Background: an optimization exercise with open tools, aiming at small area and a short achievable clock period. Do not read the settings as production practice.
RTL that was checked went through simulation tests only; none was proved equivalent to the original.
Power is estimated from default activity; no workload was simulated.

==> flow/design.v <==
module TIMER_TOP (
	input  wire        sys_clk,
	input  wire        sys_rst_n,
	input  wire        tim_psel,
	input  wire        tim_write,
	input  wire        tim_penable,
	input  wire [11:0] tim_paddr,
	input  wire [31:0] tim_pwdata,
	output wire [31:0] tim_prdata,
	input  wire [3:0]  tim_pstrb,
	output wire        tim_pready,
	output wire        tim_int,
	input  wire        dbg_mode
);
	reg apb_wait;    
	reg rdy_rd;      
	reg rdy_wr;      
	always @(posedge sys_clk or negedge sys_rst_n) begin
		if (~sys_rst_n) begin
			apb_wait <= 1'b0;
			rdy_rd   <= 1'b0;
			rdy_wr   <= 1'b0;
		end else begin
			apb_wait <= tim_psel & ~tim_penable;
			rdy_rd   <= apb_wait & ~tim_write;
			rdy_wr   <= apb_wait &  tim_write;
		end
	end
	assign tim_pready = rdy_rd | rdy_wr;
	wire addr_hi0 = (tim_paddr[11:5] == 7'd0) & (tim_paddr[1:0] == 2'd0);
	wire sel_tcr_d   = addr_hi0 & (tim_paddr[4:2] == 3'd0);
	wire sel_tdr0_d  = addr_hi0 & (tim_paddr[4:2] == 3'd1);
	wire sel_tdr1_d  = addr_hi0 & (tim_paddr[4:2] == 3'd2);
	wire sel_tcmp0_d = addr_hi0 & (tim_paddr[4:2] == 3'd3);
	wire sel_tcmp1_d = addr_hi0 & (tim_paddr[4:2] == 3'd4);
	wire sel_tier_d  = addr_hi0 & (tim_paddr[4:2] == 3'd5);
	wire sel_tisr_d  = addr_hi0 & (tim_paddr[4:2] == 3'd6);
	wire sel_thcsr_d = addr_hi0 & (tim_paddr[4:2] == 3'd7);
	reg [31:0] rd_q;
	wire [31:0] wdata = tim_pwdata & {{8{tim_pstrb[3]}}, {8{tim_pstrb[2]}}, {8{tim_pstrb[1]}}, {8{tim_pstrb[0]}}};
	wire we_tcr   = rdy_wr & rd_q[0];
	wire we_tdr0  = rdy_wr & rd_q[1];
	wire we_tdr1  = rdy_wr & rd_q[2];
	wire we_tcmp0 = rdy_wr & rd_q[3];
	wire we_tcmp1 = rdy_wr & rd_q[4];
	wire we_tier  = rdy_wr & rd_q[5];
	wire we_tisr  = rdy_wr & rd_q[6];
	wire we_thcsr = rdy_wr & rd_q[7];
	reg       timer_en;
	reg       div_en;
	reg [3:0] div_val;
	wire tcr_same   = {wdata[11:8], wdata[1]} == {div_val, div_en};
	wire tcr_gt8    = wdata[11] & (|wdata[10:8]);
	wire tcr_en_we  = we_tcr & tcr_same;
	wire tcr_div_we = we_tcr & ~wdata[0] & ~timer_en & ~tcr_gt8;
	always @(posedge sys_clk or negedge sys_rst_n) begin
		if (~sys_rst_n) begin
			timer_en <= 1'b0;
		end else if (tcr_en_we) begin
			timer_en <= wdata[0];
		end
	end
	always @(posedge sys_clk or negedge sys_rst_n) begin
		if (~sys_rst_n) begin
			div_en   <= 1'b0;
			div_val  <= 4'd1;
		end else if (tcr_div_we) begin
			div_en   <= wdata[1];
			div_val  <= wdata[11:8];
		end
	end
	reg int_en, int_st, halt_req;
	wire halt_ack = halt_req & dbg_mode;
	always @(posedge sys_clk or negedge sys_rst_n) begin
		if (~sys_rst_n) begin
			int_en   <= 1'b0;
			halt_req <= 1'b0;
		end else begin
			if (we_tier)  int_en   <= wdata[0];
			if (we_thcsr) halt_req <= wdata[0];
		end
	end
	assign tim_int = int_st & int_en;
	reg [7:0] p;
	reg       p_tc;
	wire [7:1] p_ones;    
	assign p_ones[1] = p[1];
	genvar gi;
	generate
		for (gi = 2; gi < 8; gi = gi + 1) begin : g_pones
			assign p_ones[gi] = p_ones[gi-1] & p[gi];
		end
	endgenerate
	reg p_before_tc;      
	always @(*) begin
		case (div_val)
			4'd1: p_before_tc = ~p[0];
			4'd2: p_before_tc = ~p[0] & p_ones[1];
			4'd3: p_before_tc = ~p[0] & p_ones[2];
			4'd4: p_before_tc = ~p[0] & p_ones[3];
			4'd5: p_before_tc = ~p[0] & p_ones[4];
			4'd6: p_before_tc = ~p[0] & p_ones[5];
			4'd7: p_before_tc = ~p[0] & p_ones[6];
			4'd8: p_before_tc = ~p[0] & p_ones[7];
			default: p_before_tc = 1'b0;
		endcase
	end
	wire div_zero = (div_val == 4'd0);
	always @(posedge sys_clk) begin
		if (~timer_en) begin
			p    <= 8'd0;
			p_tc <= div_zero;
		end else if (~halt_ack) begin
			p    <= p_tc ? 8'd0 : p + 8'd1;
			p_tc <= p_tc ? div_zero : p_before_tc;
		end
	end
	wire cnt_en = timer_en & ~halt_ack & (~div_en | p_tc);
	reg out_of_reset;
	always @(posedge sys_clk or negedge sys_rst_n) begin
		if (~sys_rst_n)
			out_of_reset <= 1'b0;
		else
			out_of_reset <= 1'b1;
	end
	reg timer_en_d;
	reg [31:0] cnt_lo, cnt_hi;
	wire clr = (timer_en_d & ~timer_en) | ~out_of_reset;
	always @(posedge sys_clk) begin
		timer_en_d <= timer_en;
	end
	wire [63:0] cnt = {cnt_hi, cnt_lo};
	wire [63:0] ones_below;    
	wire [7:0]  blk_ones;      
	genvar bi, bk;
	generate
		for (bi = 0; bi < 8; bi = bi + 1) begin : g_blk
			assign blk_ones[bi] = &cnt[8*bi+7:8*bi];
			for (bk = 0; bk < 8; bk = bk + 1) begin : g_bit
				if (bi == 0 && bk == 0)
					assign ones_below[0] = 1'b1;
				else if (bk == 0)
					assign ones_below[8*bi] = &blk_ones[bi-1:0];
				else
					assign ones_below[8*bi+bk] = ones_below[8*bi] & (&cnt[8*bi+bk-1:8*bi]);
			end
		end
	endgenerate
	wire [63:0] cnt_inc = cnt ^ ({64{cnt_en}} & ones_below);
	always @(posedge sys_clk) begin
		if (clr) begin
			cnt_lo <= 32'd0;
			cnt_hi <= 32'd0;
		end else begin
			cnt_lo <= we_tdr0 ? wdata : cnt_inc[31:0];
			cnt_hi <= we_tdr1 ? wdata : cnt_inc[63:32];
		end
	end
	reg [31:0] tcmp0_n, tcmp1_n;
	always @(posedge sys_clk) begin
		if (~out_of_reset) begin
			tcmp0_n <= 32'h0;
			tcmp1_n <= 32'h0;
		end else begin
			if (we_tcmp0) tcmp0_n <= ~wdata;
			if (we_tcmp1) tcmp1_n <= ~wdata;
		end
	end
	wire [31:0] tcmp0 = ~tcmp0_n, tcmp1 = ~tcmp1_n;
	wire cmp = ({tcmp1, tcmp0} == {cnt_hi, cnt_lo});
	always @(posedge sys_clk or negedge sys_rst_n) begin
		if (~sys_rst_n) begin
			int_st <= 1'b0;
		end else if (we_tisr & wdata[0]) begin
			int_st <= 1'b0;
		end else if (int_en & cmp) begin
			int_st <= 1'b1;
		end
	end
	wire int_st_nw   = int_st | (int_en & cmp);
	wire [31:0] rd_d =
			  ({32{sel_tcr_d}}   & {20'd0, div_val, 6'd0, div_en, timer_en})
			| ({32{sel_tdr0_d}}  & cnt_inc[31:0])
			| ({32{sel_tdr1_d}}  & cnt_inc[63:32])
			| ({32{sel_tcmp0_d}} & ~tcmp0_n)
			| ({32{sel_tcmp1_d}} & ~tcmp1_n)
			| ({32{sel_tier_d}}  & {31'd0, int_en})
			| ({32{sel_tisr_d}}  & {31'd0, int_st_nw})
			| ({32{sel_thcsr_d}} & {31'd0, halt_req});
	wire [7:0] wr_sel_d = {sel_thcsr_d, sel_tisr_d, sel_tier_d, sel_tcmp1_d,
	                       sel_tcmp0_d, sel_tdr1_d, sel_tdr0_d, sel_tcr_d};
	reg rd_halt_q;
	always @(posedge sys_clk) begin
		rd_q <= {rd_d[31:8], tim_write ? wr_sel_d : rd_d[7:0]};
		rd_halt_q <= sel_thcsr_d & halt_req;
	end
	assign tim_prdata = {rd_q[31:2], rd_q[1] | (rd_halt_q & dbg_mode), rd_q[0]};
endmodule
export LEC_CHECK = 0
export CAP_MARGIN = 20
export CORE_MARGIN = 2
export CORE_UTILIZATION = 40
export SETUP_SLACK_MARGIN = 2.9
export SLEW_MARGIN = 20
create_clock -name core_clock -period 5.5 [get_ports {sys_clk}]
standard.sh (not shown) runs the stock make flow with config.mk's settings and CLKGATE_MAP_FILE= SYNTH_SCRIPT=/design/flow/synth_recipe.tcl, a recipe that flattens the netlist after the stock synthesis.
==> flow/flow/run.sh <==
#!/bin/bash
set -euo pipefail
WD=$PWD
CLUSTER=$(cat flow/cts_cluster_size 2>/dev/null || echo 30)
CTS_EXTRA=$(cat flow/cts_extra 2>/dev/null || true)
export BUFFER_PORTS_ARGS="-buffer_cell sky130_fd_sc_hd__buf_1"
export CTS_ARGS="-sink_clustering_enable -repair_clock_nets -buf_list sky130_fd_sc_hd__clkbuf_8 -dont_use_dummy_load -sink_clustering_size $CLUSTER $CTS_EXTRA"
if [[ -f flow/abc.script ]]; then
  rm -rf "$WD/scripts_abc"
  cp -r "$FLOW_HOME/scripts" "$WD/scripts_abc"
  cp flow/abc.script "$WD/scripts_abc/abc_speed.script"
  bash standard.sh "SCRIPTS_DIR=$WD/scripts_abc" synth > synth_flow.log 2>&1
fi
bash standard.sh "BUFFER_PORTS_ARGS=$BUFFER_PORTS_ARGS" "CTS_ARGS=$CTS_ARGS" finish > standard_flow.log 2>&1
==> flow/flow/abc.script <==
&get -n
&st
&dch
&nf
&put
Then changed:
--- a/flow/design.v
+++ b/flow/design.v
@@ -25,29 +25,21 @@
 			rdy_rd   <= apb_wait & ~tim_write;
 			rdy_wr   <= apb_wait &  tim_write;
 		end
 	end
 	assign tim_pready = rdy_rd | rdy_wr;
+	reg sel_tcr, sel_tdr0, sel_tdr1, sel_tcmp0, sel_tcmp1, sel_tier, sel_tisr, sel_thcsr;
 	wire addr_hi0 = (tim_paddr[11:5] == 7'd0) & (tim_paddr[1:0] == 2'd0);
-	wire sel_tcr_d   = addr_hi0 & (tim_paddr[4:2] == 3'd0);
-	wire sel_tdr0_d  = addr_hi0 & (tim_paddr[4:2] == 3'd1);
-	wire sel_tdr1_d  = addr_hi0 & (tim_paddr[4:2] == 3'd2);
-	wire sel_tcmp0_d = addr_hi0 & (tim_paddr[4:2] == 3'd3);
-	wire sel_tcmp1_d = addr_hi0 & (tim_paddr[4:2] == 3'd4);
-	wire sel_tier_d  = addr_hi0 & (tim_paddr[4:2] == 3'd5);
-	wire sel_tisr_d  = addr_hi0 & (tim_paddr[4:2] == 3'd6);
-	wire sel_thcsr_d = addr_hi0 & (tim_paddr[4:2] == 3'd7);
-	reg [31:0] rd_q;
 	wire [31:0] wdata = tim_pwdata & {{8{tim_pstrb[3]}}, {8{tim_pstrb[2]}}, {8{tim_pstrb[1]}}, {8{tim_pstrb[0]}}};
-	wire we_tcr   = rdy_wr & rd_q[0];
-	wire we_tdr0  = rdy_wr & rd_q[1];
-	wire we_tdr1  = rdy_wr & rd_q[2];
-	wire we_tcmp0 = rdy_wr & rd_q[3];
-	wire we_tcmp1 = rdy_wr & rd_q[4];
-	wire we_tier  = rdy_wr & rd_q[5];
-	wire we_tisr  = rdy_wr & rd_q[6];
-	wire we_thcsr = rdy_wr & rd_q[7];
+	wire we_tcr   = rdy_wr & sel_tcr;
+	wire we_tdr0  = rdy_wr & sel_tdr0;
+	wire we_tdr1  = rdy_wr & sel_tdr1;
+	wire we_tcmp0 = rdy_wr & sel_tcmp0;
+	wire we_tcmp1 = rdy_wr & sel_tcmp1;
+	wire we_tier  = rdy_wr & sel_tier;
+	wire we_tisr  = rdy_wr & sel_tisr;
+	wire we_thcsr = rdy_wr & sel_thcsr;
 	reg       timer_en;
 	reg       div_en;
 	reg [3:0] div_val;
 	wire tcr_same   = {wdata[11:8], wdata[1]} == {div_val, div_en};
 	wire tcr_gt8    = wdata[11] & (|wdata[10:8]);
@@ -114,10 +106,20 @@
 			p    <= p_tc ? 8'd0 : p + 8'd1;
 			p_tc <= p_tc ? div_zero : p_before_tc;
 		end
 	end
 	wire cnt_en = timer_en & ~halt_ack & (~div_en | p_tc);
+	always @(posedge sys_clk) begin
+		sel_tcr   <= sel_tcr_d;
+		sel_tdr0  <= sel_tdr0_d;
+		sel_tdr1  <= sel_tdr1_d;
+		sel_tcmp0 <= sel_tcmp0_d;
+		sel_tcmp1 <= sel_tcmp1_d;
+		sel_tier  <= sel_tier_d;
+		sel_tisr  <= sel_tisr_d;
+		sel_thcsr <= sel_thcsr_d;
+	end
 	reg out_of_reset;
 	always @(posedge sys_clk or negedge sys_rst_n) begin
 		if (~sys_rst_n)
 			out_of_reset <= 1'b0;
 		else
@@ -175,24 +177,30 @@
 			int_st <= 1'b0;
 		end else if (int_en & cmp) begin
 			int_st <= 1'b1;
 		end
 	end
+	wire sel_tcr_d   = addr_hi0 & (tim_paddr[4:2] == 3'd0);
+	wire sel_tdr0_d  = addr_hi0 & (tim_paddr[4:2] == 3'd1);
+	wire sel_tdr1_d  = addr_hi0 & (tim_paddr[4:2] == 3'd2);
+	wire sel_tcmp0_d = addr_hi0 & (tim_paddr[4:2] == 3'd3);
+	wire sel_tcmp1_d = addr_hi0 & (tim_paddr[4:2] == 3'd4);
+	wire sel_tier_d  = addr_hi0 & (tim_paddr[4:2] == 3'd5);
+	wire sel_tisr_d  = addr_hi0 & (tim_paddr[4:2] == 3'd6);
+	wire sel_thcsr_d = addr_hi0 & (tim_paddr[4:2] == 3'd7);
 	wire int_st_nw   = int_st | (int_en & cmp);
-	wire [31:0] rd_d =
+	reg [31:0] rd_q;
+	reg        rd_halt_q;
+	always @(posedge sys_clk) begin
+		rd_q <=
 			  ({32{sel_tcr_d}}   & {20'd0, div_val, 6'd0, div_en, timer_en})
 			| ({32{sel_tdr0_d}}  & cnt_inc[31:0])
 			| ({32{sel_tdr1_d}}  & cnt_inc[63:32])
 			| ({32{sel_tcmp0_d}} & ~tcmp0_n)
 			| ({32{sel_tcmp1_d}} & ~tcmp1_n)
 			| ({32{sel_tier_d}}  & {31'd0, int_en})
 			| ({32{sel_tisr_d}}  & {31'd0, int_st_nw})
 			| ({32{sel_thcsr_d}} & {31'd0, halt_req});
-	wire [7:0] wr_sel_d = {sel_thcsr_d, sel_tisr_d, sel_tier_d, sel_tcmp1_d,
-	                       sel_tcmp0_d, sel_tdr1_d, sel_tdr0_d, sel_tcr_d};
-	reg rd_halt_q;
-	always @(posedge sys_clk) begin
-		rd_q <= {rd_d[31:8], tim_write ? wr_sel_d : rd_d[7:0]};
 		rd_halt_q <= sel_thcsr_d & halt_req;
 	end
 	assign tim_prdata = {rd_q[31:2], rd_q[1] | (rd_halt_q & dbg_mode), rd_q[0]};
 endmodule
The new run finished with timing, DRC and antenna clean. Cell area barely changes. Final cell count grows slightly. Non-clock buffer count shrinks by 3. Utilization shrinks by 1.2 points. Die area grows slightly. Sequential share of layout area grows by 1.1 points. Sequential cell count grows by 8. Via count hardly moves. Wire length grows slightly. Total power hardly moves. Setup slack improves by 54 ps.
Function not checked in the first run of this note: the RTL went through the layout flow alone.

## separate check: timing with driven ports
In the flow no input, the clock included, has a driving cell. The finished layouts below were timed again as built, in two steps.
Step 1 sets driving cells, clkbuf_16 on the clock port and buf_2 on the other inputs (assumed; they add their load-dependent delay and slew).
Step 2 adds t to the input delays and takes it off the output delays; t is the mean of the earliest and latest rising clock arrival at the registers after step 1. Input paths then give back, and output paths get back, about the clock's delay inside the block.
Three values: ideal, step 1, step 2; two values: the first two.
run | t, ns | setup WS [ns] | worst setup path after step 2 | worst slew at a driven data input, ns | cell pins on the clock port's net
the first run | 0.506 | 2.844 / 2.853 / 2.363 | input to register | 0.05 | 1
the second run | 0.502 | 2.898 / 2.857 / 2.510 | input to register | 0.05 | 1
After both steps every run listed still meets setup and hold. For the first run, which loses most, drivers alone change the setup slack by +0.009 ns; drivers and shift together by -0.481 ns.
